This design comes from an exercise in tuning for small area, a short achievable clock period and few clock cycles on the open sky130 flow, not from production work. Function was checked by simulation only, so behaviour that the tests miss may differ from the original. Power is estimated from default activity; no workload was simulated.

Design CPU_COMP, start of the top module:
module CPU_COMP(
input clk,
input rst,
output wire [15:0] imem_addr,
input [7:0] imem_data,
output wire [15:0] dmem_addr,
output wire [7:0] dmem_wdata,
output wire dmem_we,
input [7:0] dmem_rdata,
output wire done
);
reg [15:0] pc;
reg [7:0]  ir_r;
reg        r_op;              
reg        r_hil;             
reg        r_lol;             
reg        r_hij;             
reg        r_imm;             
reg        m_r;               
reg [7:0]  ir_e;
reg        e_op;
reg        e_lol;
reg        e_imm;
reg        m_e;
reg [15:0] breg;              
reg [12:1] wsel;              
reg        c_inv;             
reg        c_cin;
reg        c_x0;              
reg        c_xf;              
reg        c_we;              
reg [15:0] ac;
reg [15:0] g [1:12];
reg [12:1] gv;                
reg        z;
reg        done_r;
integer    k;
wire [3:0] op = ir_e[7:4];
wire [3:0] x  = ir_e[3:0];
wire o_ldac = e_op & (op == 4'h1);
wire o_tr   = e_op & (op == 4'h3);
wire o_ldr  = e_op & (op == 4'h4);
wire o_jp   = e_op & (op == 4'h5);
wire o_add  = e_op & (op == 4'h6);
  ...
For scale: about 1200 cells after synthesis, ~300 flip-flops, roughly 60 I/O pins, about 13000 um^2 of cells after synthesis.
==> flow/config.mk <==
export PLATFORM = sky130hd
export DESIGN_NAME = CPU_COMP
export DESIGN_NICKNAME = CPU_COMP
export VERILOG_FILES = /design/flow/design.v
export SDC_FILE = /design/flow/constraint.sdc
export NUM_CORES = 4
export LEC_CHECK = 0
export CAP_MARGIN = 20
export CORE_MARGIN = 2
export CORE_UTILIZATION = 40
export SETUP_SLACK_MARGIN = 5
export SLEW_MARGIN = 20
==> flow/constraint.sdc <==
create_clock -name core_clock -period 8.0 [get_ports {clk}]
set_input_delay 1.6000 -clock core_clock [delete_from_list [all_inputs] [get_ports {clk}]]
set_output_delay 1.6000 -clock core_clock [all_outputs]
set_load 0.01 [all_outputs]
run.sh (not shown) runs the stock make flow with config.mk's settings and CLKGATE_MAP_FILE= SYNTH_SCRIPT=/design/flow/synth_recipe.tcl, a recipe that flattens the netlist after the stock synthesis.
Testbench counts at the start, summed over its fixed seeds: cycles 179,256.
Then changed:
Settings changed: CORE_UTILIZATION 40 to 50, CTS_BUF_LIST set to sky130_fd_sc_hd__clkbuf_8 sky130_fd_sc_hd__clkbuf_16, CTS_CLUSTER_DIAMETER set to 100, CTS_CLUSTER_SIZE set to 30.
After rerunning: The changed run finished with timing, DRC and antenna clean. First-iteration DRC count went down by 5.6%. Final area went down by 3.7%. Hold slack is better by 8.6 ps. Wire length went down by 0.37%. Clock power went down by 38%.


The RTL this note starts from:
==> flow/design.v <==
`timescale 1ns / 1ps
module CPU_COMP(
input clk,
input rst,
output wire [15:0] imem_addr,
input [7:0] imem_data,
output wire [15:0] dmem_addr,
output wire [7:0] dmem_wdata,
output wire dmem_we,
input [7:0] dmem_rdata,
output wire done
);
reg [15:0] pc;
reg [7:0]  ir_r;
reg        r_op;              
reg        r_hil;             
reg        r_lol;             
reg        r_hij;             
reg        r_imm;             
reg        m_r;               
reg [7:0]  ir_e;
reg        e_op;
reg        e_lol;
reg        e_imm;
reg        m_e;
reg [15:0] breg;              
reg [12:1] wsel;              
reg        c_inv;             
reg        c_cin;
reg        c_x0;              
reg        c_xf;              
reg        c_we;              
reg [15:0] ac;
reg [15:0] g [1:12];
reg [12:1] gv;                
reg        z;
reg        done_r;
integer    k;
wire [3:0] op = ir_e[7:4];
wire [3:0] x  = ir_e[3:0];
wire o_ldac = e_op & (op == 4'h1);
wire o_tr   = e_op & (op == 4'h3);
wire o_ldr  = e_op & (op == 4'h4);
wire o_jp   = e_op & (op == 4'h5);
wire o_add  = e_op & (op == 4'h6);
wire o_sub  = e_op & (op == 4'h7);
wire o_inc  = e_op & (op == 4'hA);
wire o_dec  = e_op & (op == 4'hB);
wire o_shl  = e_op & (op == 4'hC);
wire o_shr  = e_op & (op == 4'hD);
wire o_clac = e_op & (op == 4'hE);
wire [15:0] xa = c_x0 ? 16'd0 : c_xf ? 16'hFFFF : ac;
wire [15:0] yb = breg ^ {16{c_inv}};
wire [15:0] sum = xa + yb + {15'd0, c_cin};
wire [15:0] xy_x = xa ^ yb;
wire sum_zero = c_xf ? (breg == 16'd1) : &xy_x;
wire sh_two = x[3] | x[2] | x[1];
wire sh_any = sh_two | x[0];
wire [15:0] shl = sh_two ? {ac[13:0], 2'b0} : {ac[14:0], 1'b0};
wire [15:0] shr = sh_two ? {2'b0, ac[15:2]} : {1'b0, ac[15:1]};
wire stall = (o_shl | o_shr) & (x[3] | x[2] | (x[1] & x[0]));    
wire wg = o_ldr | o_inc | o_dec;
wire [12:1] gw = wsel & {12{wg}};
reg [15:0] ac_d;
always @(*) begin
    if (e_lol | o_ldac) ac_d = {8'd0, dmem_rdata};
    else if (e_imm | o_tr | o_add | o_sub | o_clac | ((o_inc | o_dec) & (x == 4'd0))) ac_d = sum;
    else if (o_shl & sh_any) ac_d = shl;
    else if (o_shr & sh_any) ac_d = shr;
    else ac_d = ac;
end
wire jump = o_jp & ~z;
assign dmem_addr  = breg;
assign dmem_wdata = ac[7:0];
assign dmem_we    = c_we;
assign imem_addr  = pc;
assign done       = done_r | m_e;
wire [3:0] rop = ir_r[7:4];
wire [3:0] rx  = ir_r[3:0];
wire n_hil = r_op & (rop == 4'h0);
wire n_hij = r_op & (rop == 4'h5);
wire n_imm = r_op & ((rop == 4'h8) | (rop == 4'h9));
wire n_lol = r_hil;
wire n_op  = ~(n_hil | n_hij | n_imm | r_hil | r_hij);
wire use_g1 = (rop == 4'h2) | (rop == 4'h6) | (rop == 4'h7);
wire use_b  = (rop == 4'h1) | (rop == 4'h3) | (rop == 4'hA) | (rop == 4'hB);
wire [3:0] rsel = use_g1 ? 4'd1 : rx;
wire r_opb = r_op & (use_g1 | use_b);
wire [12:1] gsel;
genvar gi;
generate for (gi = 1; gi <= 12; gi = gi + 1) begin : gs
    assign gsel[gi] = r_opb & (rsel == gi);
end endgenerate
wire fwd_g = |(gsel & gw);             
wire [12:1] grd = gsel & gv & ~gw;
reg [15:0] b_d;
always @(*) begin
    b_d = (r_opb & (rsel == 4'd0)) ? ac_d : 16'd0;
    if (fwd_g) b_d = b_d | sum;
    for (k = 1; k <= 12; k = k + 1)
        if (grd[k]) b_d = b_d | g[k];
    if (r_imm | r_lol) b_d = {r_lol ? ir_e : 8'd0, ir_r};
end
wire r_subi = r_imm & ir_e[4];
always @(posedge clk) begin
    if (stall) ir_e[3:0] <= x - 4'd2;     
    else begin
        ir_e <= ir_r;
        ir_r <= imem_data;
    end
    for (k = 1; k <= 12; k = k + 1)
        wsel[k] <= (rx == k);
    breg <= b_d;
end
always @(posedge clk) begin
    if (rst) begin
        pc <= 16'd0;
        r_op <= 1'b0;
        r_hil <= 1'b0;
        r_lol <= 1'b0;
        r_hij <= 1'b0;
        r_imm <= 1'b0;
        m_r <= 1'b0;
        e_op <= 1'b0;
        e_lol <= 1'b0;
        e_imm <= 1'b0;
        m_e <= 1'b0;
        c_inv <= 1'b0;
        c_cin <= 1'b0;
        c_x0 <= 1'b0;
        c_xf <= 1'b0;
        c_we <= 1'b0;
        ac <= 16'd0;
        z <= 1'b0;
        gv <= 12'd0;
        done_r <= 1'b0;
    end else begin
        if (jump) pc <= {ir_r, imem_data};
        else if (!stall) pc <= pc + 16'd1;
        if (!stall) begin
            r_op  <= n_op;
            r_hil <= n_hil;
            r_lol <= n_lol;
            r_hij <= n_hij;
            r_imm <= n_imm;
            m_r   <= (pc[15:1] == 15'd166);
            e_op  <= r_op;
            e_lol <= r_lol;
            e_imm <= r_imm;
            m_e   <= m_r;
        end
        c_inv <= (r_op & (rop == 4'h7)) | r_subi;
        c_cin <= (r_op & ((rop == 4'h7) | (rop == 4'hA))) | r_subi;
        c_x0  <= r_op & ((rop == 4'h3) | (rop == 4'hA) | (rop == 4'hE));
        c_xf  <= r_op & (rop == 4'hB);
        c_we  <= r_op & ~stall & (rop == 4'h2);
        if (m_e) done_r <= 1'b1;
        ac <= ac_d;
        if (o_sub | (e_imm & c_inv) | o_dec) z <= sum_zero;
        gv <= gv | gw;
    end
end
always @(posedge clk) begin
    for (k = 1; k <= 12; k = k + 1)
        if (gw[k]) g[k] <= sum;
end
endmodule
export LEC_CHECK = 0
export CAP_MARGIN = 20
export CORE_MARGIN = 2
export CORE_UTILIZATION = 65
export CTS_BUF_LIST = sky130_fd_sc_hd__clkbuf_4 sky130_fd_sc_hd__clkbuf_8
export SETUP_SLACK_MARGIN = 5
export SLEW_MARGIN = 20
create_clock -name core_clock -period 8.0 [get_ports {clk}]
Testbench counts at the start, summed over its fixed seeds: cycles 179,256.
Next try:
CORE_UTILIZATION = 50   (was 65)
CTS_BUF_LIST = sky130_fd_sc_hd__clkbuf_8 sky130_fd_sc_hd__clkbuf_16   (was sky130_fd_sc_hd__clkbuf_4 sky130_fd_sc_hd__clkbuf_8)
CTS_CLUSTER_DIAMETER = 80   (was default)
CTS_CLUSTER_SIZE = 22   (was default)
Result: Fmax grows by 1.8%. Global-route usage shrinks by 7.6 points. Setup slack gains 0.053 ns.
Next try:
CTS_BUF_LIST = sky130_fd_sc_hd__clkbuf_4 sky130_fd_sc_hd__clkbuf_8   (was sky130_fd_sc_hd__clkbuf_8 sky130_fd_sc_hd__clkbuf_16)
CTS_CLUSTER_DIAMETER = default   (was 80)
CTS_CLUSTER_SIZE = default   (was 22)
Result: Cell area increases by a few percent; count of clock-buffer cells in the layout increases by 45; global-route usage increases by 0.43 points; setup slack gets better by 0.029 ns; maximum frequency increases slightly.

==> static timing again, ports no longer ideal <==
Ports are ideal in the flow. The routed layouts listed here were re-timed in OpenROAD. Step 1 assumes that a clkbuf_16 drives the clock port and a buf_2 every other input. Step 2 times the ports against the registers' clock, not the clock port: input delays grow and output delays shrink by t, the midpoint of the rising clock arrivals with the driver on. Slacks: no drivers / after step 1 / after step 2; pairs: no drivers / after step 1.
| run | shift t [ns] | setup slack, ns | worst register clock-pin slew, ns |
|---|---|---|---|
| the first run of note 1 | 0.564 | 5.021 / 5.006 / 4.957 | 0.07 / 0.07 |
| the second run of note 1 | 0.559 | 4.947 / 4.947 / 4.947 | 0.12 / 0.12 |
| the first run of note 2 | 0.612 | 4.946 / 4.946 / 4.946 | 0.07 / 0.07 |
| the second run of note 2 | 0.566 | 4.999 / 4.999 / 4.999 | 0.10 / 0.10 |
| the third run of note 2 | 0.615 | 5.027 / 4.989 / 5.013 | 0.07 / 0.07 |
After both steps setup and hold are still met in every run listed. For the first run of note 1, which loses most, drivers alone change the setup slack by -0.015 ns; drivers and shift together by -0.064 ns.
